Context: an optimization exercise on an open-source flow, tuned for small area. The choices shown serve that exercise and are no tape-out recipe.
The RTL was checked by simulation tests, not by an equivalence proof against the original design.
No driver is modelled on the clock port, so clocking that relies on it looks cheaper here than on a real chip.
No activity file was given, so power comes from the tool's default toggle rates.

==> flow/design.v (excerpt) <==
module sync_fifo #(parameter width=8, depth=16, addr_size=4)(
    input [width-1:0] data_in,
    input rst, clk, rd_en, wr_en,
    output fifo_full, fifo_empty,
    output [width-1:0] data_out
);
For scale: roughly 260 cells after synthesis, roughly 140 flip-flops, about 22 I/O pins.
Settings: LEC_CHECK=0, CAP_MARGIN=20, CORE_MARGIN=2, CORE_UTILIZATION=40, SLEW_MARGIN=20, SYNTH_HIERARCHICAL=1; clock period 4.0 ns.
standard.sh (not shown) runs the stock make flow with config.mk's settings and CLKGATE_MAP_FILE= SYNTH_SCRIPT=/design/flow/synth_recipe.tcl, a recipe that flattens the netlist after the stock synthesis.
==> flow/flow/run.sh <==
#!/bin/bash
# Standard ORFS layout, except: clock tree without dummy loads (they only
# balance skew between tree branches), and port buffers of the smallest size.
set -euo pipefail
export CTS_ARGS="-sink_clustering_enable -repair_clock_nets -dont_use_dummy_load -buf_list sky130_fd_sc_hd__clkbuf_4"
export BUFFER_PORTS_ARGS="-buffer_cell sky130_fd_sc_hd__buf_1"
export POST_CTS_TCL="$PWD/flow/postcts.tcl"
bash standard.sh finish > standard.log 2>&1
==> flow/flow/postcts.tcl <==
# After CTS: a clkbuf_4 leaf whose sinks see a slow clock edge is swapped for
# a clkbuf_8, then the placement is legalised again.
estimate_parasitics -placement
set n 0
foreach inst [get_cells clkbuf_*] {
  if { [get_property $inst ref_name] ne "sky130_fd_sc_hd__clkbuf_4" } { continue }
  set net [get_nets -of_objects [get_pins [get_full_name $inst]/X]]
  set worst 0
  foreach l [get_pins -of_objects $net -filter "direction==input"] {
    set s [get_property $l slew_max]
    if { $s > $worst } { set worst $s }
  }
  if { $worst > 0.100 } {
    replace_cell $inst sky130_fd_sc_hd__clkbuf_8
    incr n
  }
}
puts "post-cts: upsized $n clock buffers"
if { $n > 0 } {
  detailed_placement
  estimate_parasitics -placement
}
The first run finished with timing, DRC and antenna clean.
Rerun with:
==> flow/run.sh (new file) <==
#!/bin/bash
# synth_recipe.tcl (not shown) runs the flow's synth.tcl, then flattens the netlist and writes it again
# the make line also repeats each setting of config.mk as NAME=value (left out here)
make -C /OpenROAD-flow-scripts/flow DESIGN_CONFIG=/design/flow/config.mk WORK_HOME=/design/flow/orfs CLKGATE_MAP_FILE= SYNTH_SCRIPT=/design/flow/synth_recipe.tcl finish
removed: flow/flow/run.sh
removed: flow/flow/postcts.tcl
removed: flow/standard.sh
Outcome: Global-route usage drops by 0.14 points. Wire length barely changes. Maximum frequency went down by roughly a tenth. Design area rises by roughly a tenth. Total power grows by a quarter to a third. Die area is unchanged. Worst setup slack loses 330 ps.

* * *

## north
The RTL this note starts from:
==> flow/design.v <==
module fifo_rdec (
    input rst, rd,
    input [3:0] a,
    output [15:0] sel,
    output hold
);
    wire g;
    wire [3:0] an, lo_n, hi_n;
    fifo_nor2b g_g (.a(rst), .b_n(rd), .y(g));
    fifo_nor2  g_h (.a(rd), .b(rst), .y(hold));
    genvar k;
    generate for (k = 0; k < 4; k = k + 1) begin : inv
        fifo_inv g_i (.a(a[k]), .y(an[k]));
    end endgenerate
    generate for (k = 0; k < 4; k = k + 1) begin : pre
        fifo_nand3 g_lo (.a(g), .b(k & 1 ? a[0] : an[0]), .c(k & 2 ? a[1] : an[1]), .y(lo_n[k]));
        fifo_nand2 g_hi (.a(k & 1 ? a[2] : an[2]), .b(k & 2 ? a[3] : an[3]), .y(hi_n[k]));
    end endgenerate
    generate for (k = 0; k < 16; k = k + 1) begin : fin
        fifo_nor2 g_s (.a(lo_n[k % 4]), .b(hi_n[k / 4]), .y(sel[k]));
    end endgenerate
endmodule
module fifo_nor2 (input a, b, output y);
    assign y = ~(a | b);
endmodule
module fifo_aoi222 (input a0, b0, a1, b1, a2, b2, output y);
    assign y = ~((a0 & b0) | (a1 & b1) | (a2 & b2));
endmodule
module fifo_nand6 (input [5:0] y, output x);
    wire c;
    fifo_and4  g_c (.a(y[0]), .b(y[1]), .c(y[2]), .d(y[3]), .y(c));
    fifo_nand3 g_x (.a(c), .b(y[4]), .c(y[5]), .y(x));
endmodule
module fifo_aoi22 (input a0, b0, a1, b1, output y);
    assign y = ~((a0 & b0) | (a1 & b1));
endmodule
module fifo_ctl (
    input rst, wr_en, rd_en,
    input [4:0] p,
    output full, empty, wr, rd,
    output [4:0] pn
);
    wire n4, up, dn, rst_n;
    wire a2, a3, a4, z2, z3, z4;
    wire [4:0] t, x;
    assign empty = p[4];
    fifo_nand4 g_n4 (.a(p[0]), .b(p[1]), .c(p[2]), .d(p[3]), .y(n4));
    fifo_nor2  g_fl (.a(n4), .b(p[4]), .y(full));
    fifo_nor2b g_wr (.a(full), .b_n(wr_en), .y(wr));
    fifo_nor2b g_rd (.a(p[4]), .b_n(rd_en), .y(rd));
    fifo_nor2b g_up (.a(rd), .b_n(wr), .y(up));
    fifo_nor2b g_dn (.a(wr), .b_n(rd), .y(dn));
    fifo_inv   g_rn (.a(rst), .y(rst_n));
    fifo_and2  g_a2 (.a(p[0]), .b(p[1]), .y(a2));
    fifo_and3  g_a3 (.a(p[0]), .b(p[1]), .c(p[2]), .y(a3));
    fifo_inv   g_a4 (.a(n4), .y(a4));
    fifo_nor2  g_z2 (.a(p[0]), .b(p[1]), .y(z2));
    fifo_nor3  g_z3 (.a(p[0]), .b(p[1]), .c(p[2]), .y(z3));
    fifo_nor4  g_z4 (.a(p[0]), .b(p[1]), .c(p[2]), .d(p[3]), .y(z4));
    fifo_or2   g_t0 (.a(up), .b(dn), .y(t[0]));
    fifo_mux2  g_t1 (.s(p[0]), .a1(up), .a0(dn), .y(t[1]));
    fifo_ao22  g_t2 (.a0(up), .b0(a2), .a1(dn), .b1(z2), .y(t[2]));
    fifo_ao22  g_t3 (.a0(up), .b0(a3), .a1(dn), .b1(z3), .y(t[3]));
    fifo_ao22  g_t4 (.a0(up), .b0(a4), .a1(dn), .b1(z4), .y(t[4]));
    genvar k;
    generate for (k = 0; k < 5; k = k + 1) begin : nx
        fifo_xnor2 g_x (.a(p[k]), .b(t[k]), .y(x[k]));
        fifo_nand2 g_n (.a(rst_n), .b(x[k]), .y(pn[k]));
    end endgenerate
endmodule
module fifo_inv   (input a, output y);             assign y = ~a;                endmodule
module fifo_nand2 (input a, b, output y);          assign y = ~(a & b);          endmodule
module fifo_nand4 (input a, b, c, d, output y);    assign y = ~(a & b & c & d);  endmodule
module fifo_nor2b (input a, b_n, output y);        assign y = ~(a | ~b_n);       endmodule
module fifo_nor3  (input a, b, c, output y);       assign y = ~(a | b | c);      endmodule
module fifo_nor4  (input a, b, c, d, output y);    assign y = ~(a | b | c | d);  endmodule
module fifo_and2  (input a, b, output y);          assign y = a & b;             endmodule
module fifo_and3  (input a, b, c, output y);       assign y = a & b & c;         endmodule
module fifo_or2   (input a, b, output y);          assign y = a | b;             endmodule
module fifo_xnor2 (input a, b, output y);          assign y = ~(a ^ b);          endmodule
module fifo_mux2  (input s, a1, a0, output y);     assign y = s ? a1 : a0;       endmodule
module fifo_ao22  (input a0, b0, a1, b1, output y); assign y = (a0 & b0) | (a1 & b1); endmodule
module fifo_nand3 (input a, b, c, output y);       assign y = ~(a & b & c);      endmodule
module fifo_and4  (input a, b, c, d, output y);    assign y = a & b & c & d;     endmodule
module sync_fifo #(parameter width=8, depth=16, addr_size=4)(
    input [width-1:0] data_in,
    input rst, clk, rd_en, wr_en,
    output fifo_full, fifo_empty,
    output [width-1:0] data_out
);
reg [4:0] p;
reg [7:0] ram [0:15];
reg [7:0] dout;
wire wr, rd;
wire [4:0] pn;
fifo_ctl u_ctl (.rst(rst), .wr_en(wr_en), .rd_en(rd_en), .p(p),
    .full(fifo_full), .empty(fifo_empty), .wr(wr), .rd(rd), .pn(pn));
assign data_out = dout;
always @(posedge clk)
    p <= pn;
integer i;
always @(posedge clk) begin
    if (wr) begin
        ram[0] <= data_in;
        for (i = 1; i < 16; i = i + 1)
            ram[i] <= ram[i-1];
    end
end
wire [15:0] sel;
wire hold;
fifo_rdec u_dec (.rst(rst), .rd(rd), .a(p[3:0]), .sel(sel), .hold(hold));
genvar b;
generate for (b = 0; b < 8; b = b + 1) begin : bitslice
    wire [5:0] y;
    fifo_aoi222 u0 (.a0(sel[0]),  .b0(ram[0][b]),  .a1(sel[1]),  .b1(ram[1][b]),  .a2(sel[2]),  .b2(ram[2][b]),  .y(y[0]));
    fifo_aoi222 u1 (.a0(sel[3]),  .b0(ram[3][b]),  .a1(sel[4]),  .b1(ram[4][b]),  .a2(sel[5]),  .b2(ram[5][b]),  .y(y[1]));
    fifo_aoi222 u2 (.a0(sel[6]),  .b0(ram[6][b]),  .a1(sel[7]),  .b1(ram[7][b]),  .a2(sel[8]),  .b2(ram[8][b]),  .y(y[2]));
    fifo_aoi222 u3 (.a0(sel[9]),  .b0(ram[9][b]),  .a1(sel[10]), .b1(ram[10][b]), .a2(sel[11]), .b2(ram[11][b]), .y(y[3]));
    fifo_aoi222 u4 (.a0(sel[12]), .b0(ram[12][b]), .a1(sel[13]), .b1(ram[13][b]), .a2(sel[14]), .b2(ram[14][b]), .y(y[4]));
    fifo_aoi22  u5 (.a0(sel[15]), .b0(ram[15][b]), .a1(hold), .b1(dout[b]), .y(y[5]));
    wire d;
    fifo_nand6  u6 (.y(y), .x(d));
    always @(posedge clk)
        dout[b] <= d;
end endgenerate
endmodule
clock: 4.0 ns
lec_check: 0
cap_margin: 0
core_margin: 2
core_utilization: 40
slew_margin: 0
synth_hierarchical: 1
==> flow/flow/run.sh <==
#!/bin/bash
# Standard ORFS layout, except: clock tree without dummy loads (they only
# balance skew between tree branches), and port buffers of the smallest size.
set -euo pipefail
export CTS_ARGS="-sink_clustering_enable -repair_clock_nets -dont_use_dummy_load -buf_list sky130_fd_sc_hd__clkbuf_4"
export BUFFER_PORTS_ARGS="-buffer_cell sky130_fd_sc_hd__buf_1"
export POST_FLOORPLAN_TCL="$PWD/flow/downsize.tcl"
export POST_CTS_TCL="$PWD/flow/postcts.tcl"
bash standard.sh finish > standard.log 2>&1
==> flow/flow/downsize.tcl <==
# After floorplan: every combinational cell that synthesis sized above drive
# strength 1 goes back to its _1 variant; the placement and routing repairs
# later upsize or buffer whatever then needs it for slew, load or timing.
set n 0
foreach inst [get_cells *] {
  set ref [get_property $inst ref_name]
  if { ![regexp {^(sky130_fd_sc_hd__[a-z0-9]+)_([0-9]+)$} $ref -> base drive] } { continue }
  if { $drive <= 1 } { continue }
  if { [regexp {__(df|dl|sdf|edf|sedf|clk|tap|fill|conb|dly|lpflow|probe)} $base] } { continue }
  if { [get_lib_cells -quiet */${base}_1] eq "" } { continue }
  replace_cell [get_full_name $inst] ${base}_1
  incr n
}
puts "downsize: $n cells set to drive strength 1"
==> flow/flow/postcts.tcl <==
# After CTS: a clkbuf_4 leaf whose sinks see a slow clock edge is swapped for
# a clkbuf_8, then the placement is legalised again.
estimate_parasitics -placement
set n 0
foreach inst [get_cells clkbuf_*] {
  if { [get_property $inst ref_name] ne "sky130_fd_sc_hd__clkbuf_4" } { continue }
  set net [get_nets -of_objects [get_pins [get_full_name $inst]/X]]
  set worst 0
  foreach l [get_pins -of_objects $net -filter "direction==input"] {
    set s [get_property $l slew_max]
    if { $s > $worst } { set worst $s }
  }
  if { $worst > 0.115 } {
    replace_cell $inst sky130_fd_sc_hd__clkbuf_8
    incr n
  }
}
puts "post-cts: upsized $n clock buffers"
if { $n > 0 } {
  detailed_placement
  estimate_parasitics -placement
}
Having completed the whole flow, north delivered a layout that passed the timing, DRC and antenna checks.
Relative to north, the following input files were edited for south:
Settings: setting GPL_TIMING_DRIVEN to 0 for the first time; changing CAP_MARGIN from 0 to 20; changing SLEW_MARGIN from 0 to 20.
--- outcome ---
- south ended with every stage complete and zero timing, DRC or antenna violations.
- Re register bit total from synthesis: no difference whatsoever between north and south.
- north → south: setup skew after layout saw little to no change, final period utilization saw an increase.
Edits applied to the flow inputs when going from south to east:
Settings: GPL_TIMING_DRIVEN removed (was 0).
Cell count, east and south: smaller value in east
east against south: maximum cell stage delay along the critical path up 0.06 ns, routed wire length down 150 um, total of plain and repair buffers excluding clock buffers down 5.
Looking at total power after layout across both flows, east is the stronger of the two, with south trailing.
The lower area share of buffers outside the clock network came out of east.
Comparing east and south, sequential share of layout area is higher on east.
Slack of the worst reg-to-reg path, east and south: smaller value in south
From south to east, count of pins on the block boundary did not move at all.

* * *

sync_fifo, a different RTL version from the one above (not shown whole).
For scale: roughly 260 cells after synthesis, roughly 140 flip-flops, ~22 I/O pins.
==> flow/design.v (excerpt) <==
module sync_fifo #(parameter width=8, depth=16, addr_size=4)(
    input [width-1:0] data_in,
    input rst, clk, rd_en, wr_en,
    output fifo_full, fifo_empty,
    output [width-1:0] data_out
);
reg [4:0] p;
reg [7:0] ram [0:15];
reg [7:0] dout;
wire wr, rd;
wire [4:0] pn;
fifo_ctl u_ctl (.rst(rst), .wr_en(wr_en), .rd_en(rd_en), .p(p),
    .full(fifo_full), .empty(fifo_empty), .wr(wr), .rd(rd), .pn(pn));
assign data_out = dout;
always @(posedge clk)
    p <= pn;
integer i;
always @(posedge clk) begin
    if (wr) begin
        ram[0] <= data_in;
        for (i = 1; i < 16; i = i + 1)
            ram[i] <= ram[i-1];
    end
end
wire [15:0] sel;
wire hold;
fifo_rdec u_dec (.rst(rst), .rd(rd), .a(p[3:0]), .sel(sel), .hold(hold));
genvar b;
generate for (b = 0; b < 8; b = b + 1) begin : bitslice
    wire [4:0] y;
    fifo_aoi222 u0 (.a0(sel[0]),  .b0(ram[0][b]),  .a1(sel[1]),  .b1(ram[1][b]),  .a2(sel[2]),  .b2(ram[2][b]),  .y(y[0]));
    fifo_aoi222 u1 (.a0(sel[3]),  .b0(ram[3][b]),  .a1(sel[4]),  .b1(ram[4][b]),  .a2(sel[5]),  .b2(ram[5][b]),  .y(y[1]));
    fifo_aoi222 u2 (.a0(sel[6]),  .b0(ram[6][b]),  .a1(sel[7]),  .b1(ram[7][b]),  .a2(sel[8]),  .b2(ram[8][b]),  .y(y[2]));
    fifo_aoi222 u3 (.a0(sel[9]),  .b0(ram[9][b]),  .a1(sel[10]), .b1(ram[10][b]), .a2(sel[11]), .b2(ram[11][b]), .y(y[3]));
    fifo_aoi222 u4 (.a0(sel[12]), .b0(ram[12][b]), .a1(sel[13]), .b1(ram[13][b]), .a2(sel[14]), .b2(ram[14][b]), .y(y[4]));
    wire d;
    fifo_ao5 u5 (.y(y[4:0]), .a0(sel[15]), .b0(ram[15][b]), .a1(hold), .b1(dout[b]), .x(d));
    always @(posedge clk)
        dout[b] <= d;
end endgenerate
endmodule
==> flow/config.mk <==
export PLATFORM = sky130hd
export DESIGN_NAME = sync_fifo
export DESIGN_NICKNAME = sync_fifo
export VERILOG_FILES = /design/flow/design.v
export SDC_FILE = /design/flow/constraint.sdc
export NUM_CORES = 4
export LEC_CHECK = 0
export CAP_MARGIN = 20
export CORE_MARGIN = 2
export CORE_UTILIZATION = 55
export SLEW_MARGIN = 20
export SYNTH_HIERARCHICAL = 1
==> flow/constraint.sdc <==
create_clock -name core_clock -period 4.0 [get_ports {clk}]
set_input_delay 0.8000 -clock core_clock [delete_from_list [all_inputs] [get_ports {clk}]]
set_output_delay 0.8000 -clock core_clock [all_outputs]
set_load 0.01 [all_outputs]
Scripts as last shown in full above: flow/flow/run.sh, flow/flow/downsize.tcl, flow/flow/postcts.tcl
Change:
CORE_UTILIZATION = 30   (was 55)
Result: Cell area came out higher by 2.4%; total power came out lower by 0.93%; critical path depth is unchanged; combinational power came out higher by about 2%.
Change:
CORE_UTILIZATION = 40   (was 30)
What happened: The new run passed the timing, DRC and antenna checks. Worst setup slack gains 0.0098 ns. Sequential share of layout area rises by 0.82 points. Die area shrinks by a quarter to a third. Clock skew went down by 0.013 ns. Maximum frequency is higher slightly. Routed wire length came out lower slightly. Non-clock buffer count is unchanged. Design area shrinks slightly. Clock power came out higher slightly. Register-to-register slack hardly moves. Global-route usage rose by 3.0 points.
Change:
==> flow/flow/postcts.tcl (replaced) <==
# After CTS: size each clkbuf_4 leaf of the clock tree to the smallest of
# clkbuf_2, clkbuf_4 and clkbuf_8 whose sinks still see a fast clock edge,
# then legalise the placement again.
proc leaf_worst_slew { inst } {
  set net [get_nets -of_objects [get_pins [get_full_name $inst]/X]]
  set worst 0
  foreach l [get_pins -of_objects $net -filter "direction==input"] {
    set s [get_property $l slew_max]
    if { $s > $worst } { set worst $s }
  }
  return $worst
}
estimate_parasitics -placement
set n 0
foreach inst [get_cells clkbuf_*] {
  if { [get_property $inst ref_name] ne "sky130_fd_sc_hd__clkbuf_4" } { continue }
  set name [get_full_name $inst]
  # only leaves: every load is a register clock pin
  set net [get_nets -of_objects [get_pins $name/X]]
  set leaf 1
  foreach l [get_pins -of_objects $net -filter "direction==input"] {
    if { [string match "sky130_fd_sc_hd__clkbuf*" [get_property [get_cells -of_objects $l] ref_name]] } { set leaf 0 }
  }
  if { !$leaf } { continue }
  set chosen sky130_fd_sc_hd__clkbuf_4
  foreach cell {sky130_fd_sc_hd__clkbuf_2 sky130_fd_sc_hd__clkbuf_4 sky130_fd_sc_hd__clkbuf_8} {
    replace_cell $name $cell
    set chosen $cell
    if { [leaf_worst_slew $inst] <= 0.110 } { break }
  }
  puts "post-cts: $name -> $chosen ([leaf_worst_slew $inst])"
  incr n
}
detailed_placement
estimate_parasitics -placement
Wire length stays flat.
Final area does not change.
Setup slack gets better by 0.050 ns.

==> re-timing with driven ports <==
How much do the figures lean on ideal ports? The routed layouts below were timed once more, with nothing changed but the port constraints. Step 1, drivers: a clkbuf_16 drives clk and a buf_2 each remaining input, both assumed. Step 2, shift: input delay + t, output delay - t, t = (earliest + latest rising clock arrival at the registers) / 2. This alone moves slack from input paths to output paths. a / b / c = no drivers / after step 1 / after step 2; a / b = the first two.
| run | shift t [ns] | slack for setup (ns) | worst setup path after step 2 | cell pins on the clock port's net |
|---|---|---|---|---|
| the first run of note 1 | 0.442 | 1.564 / 1.564 / 1.140 | input to register | 1 |
| the second run of note 1 | 0.443 | 1.237 / 1.252 / 0.810 | input to register | 1 |
| north | 0.424 | 1.516 / 1.527 / 1.103 | input to register | 1 |
| south | 0.407 | 1.430 / 1.430 / 1.157 | input to register | 1 |
| east | 0.424 | 1.516 / 1.527 / 1.103 | input to register | 1 |
| the first run of note 3 | 0.412 | 1.442 / 1.447 / 1.035 | input to register | 1 |
| the second run of note 3 | 0.412 | 1.488 / 1.494 / 1.082 | input to register | 1 |
| the third run of note 3 | 0.420 | 1.498 / 1.507 / 1.087 | input to register | 1 |
| the fourth run of note 3 | 0.530 | 1.548 / 1.514 / 1.082 | input to register | 1 |
After both steps setup and hold are still met in every run listed. The setup slack of the fourth run of note 3, which loses most, moves by -0.034 ns with the drivers and by -0.466 ns with both steps.
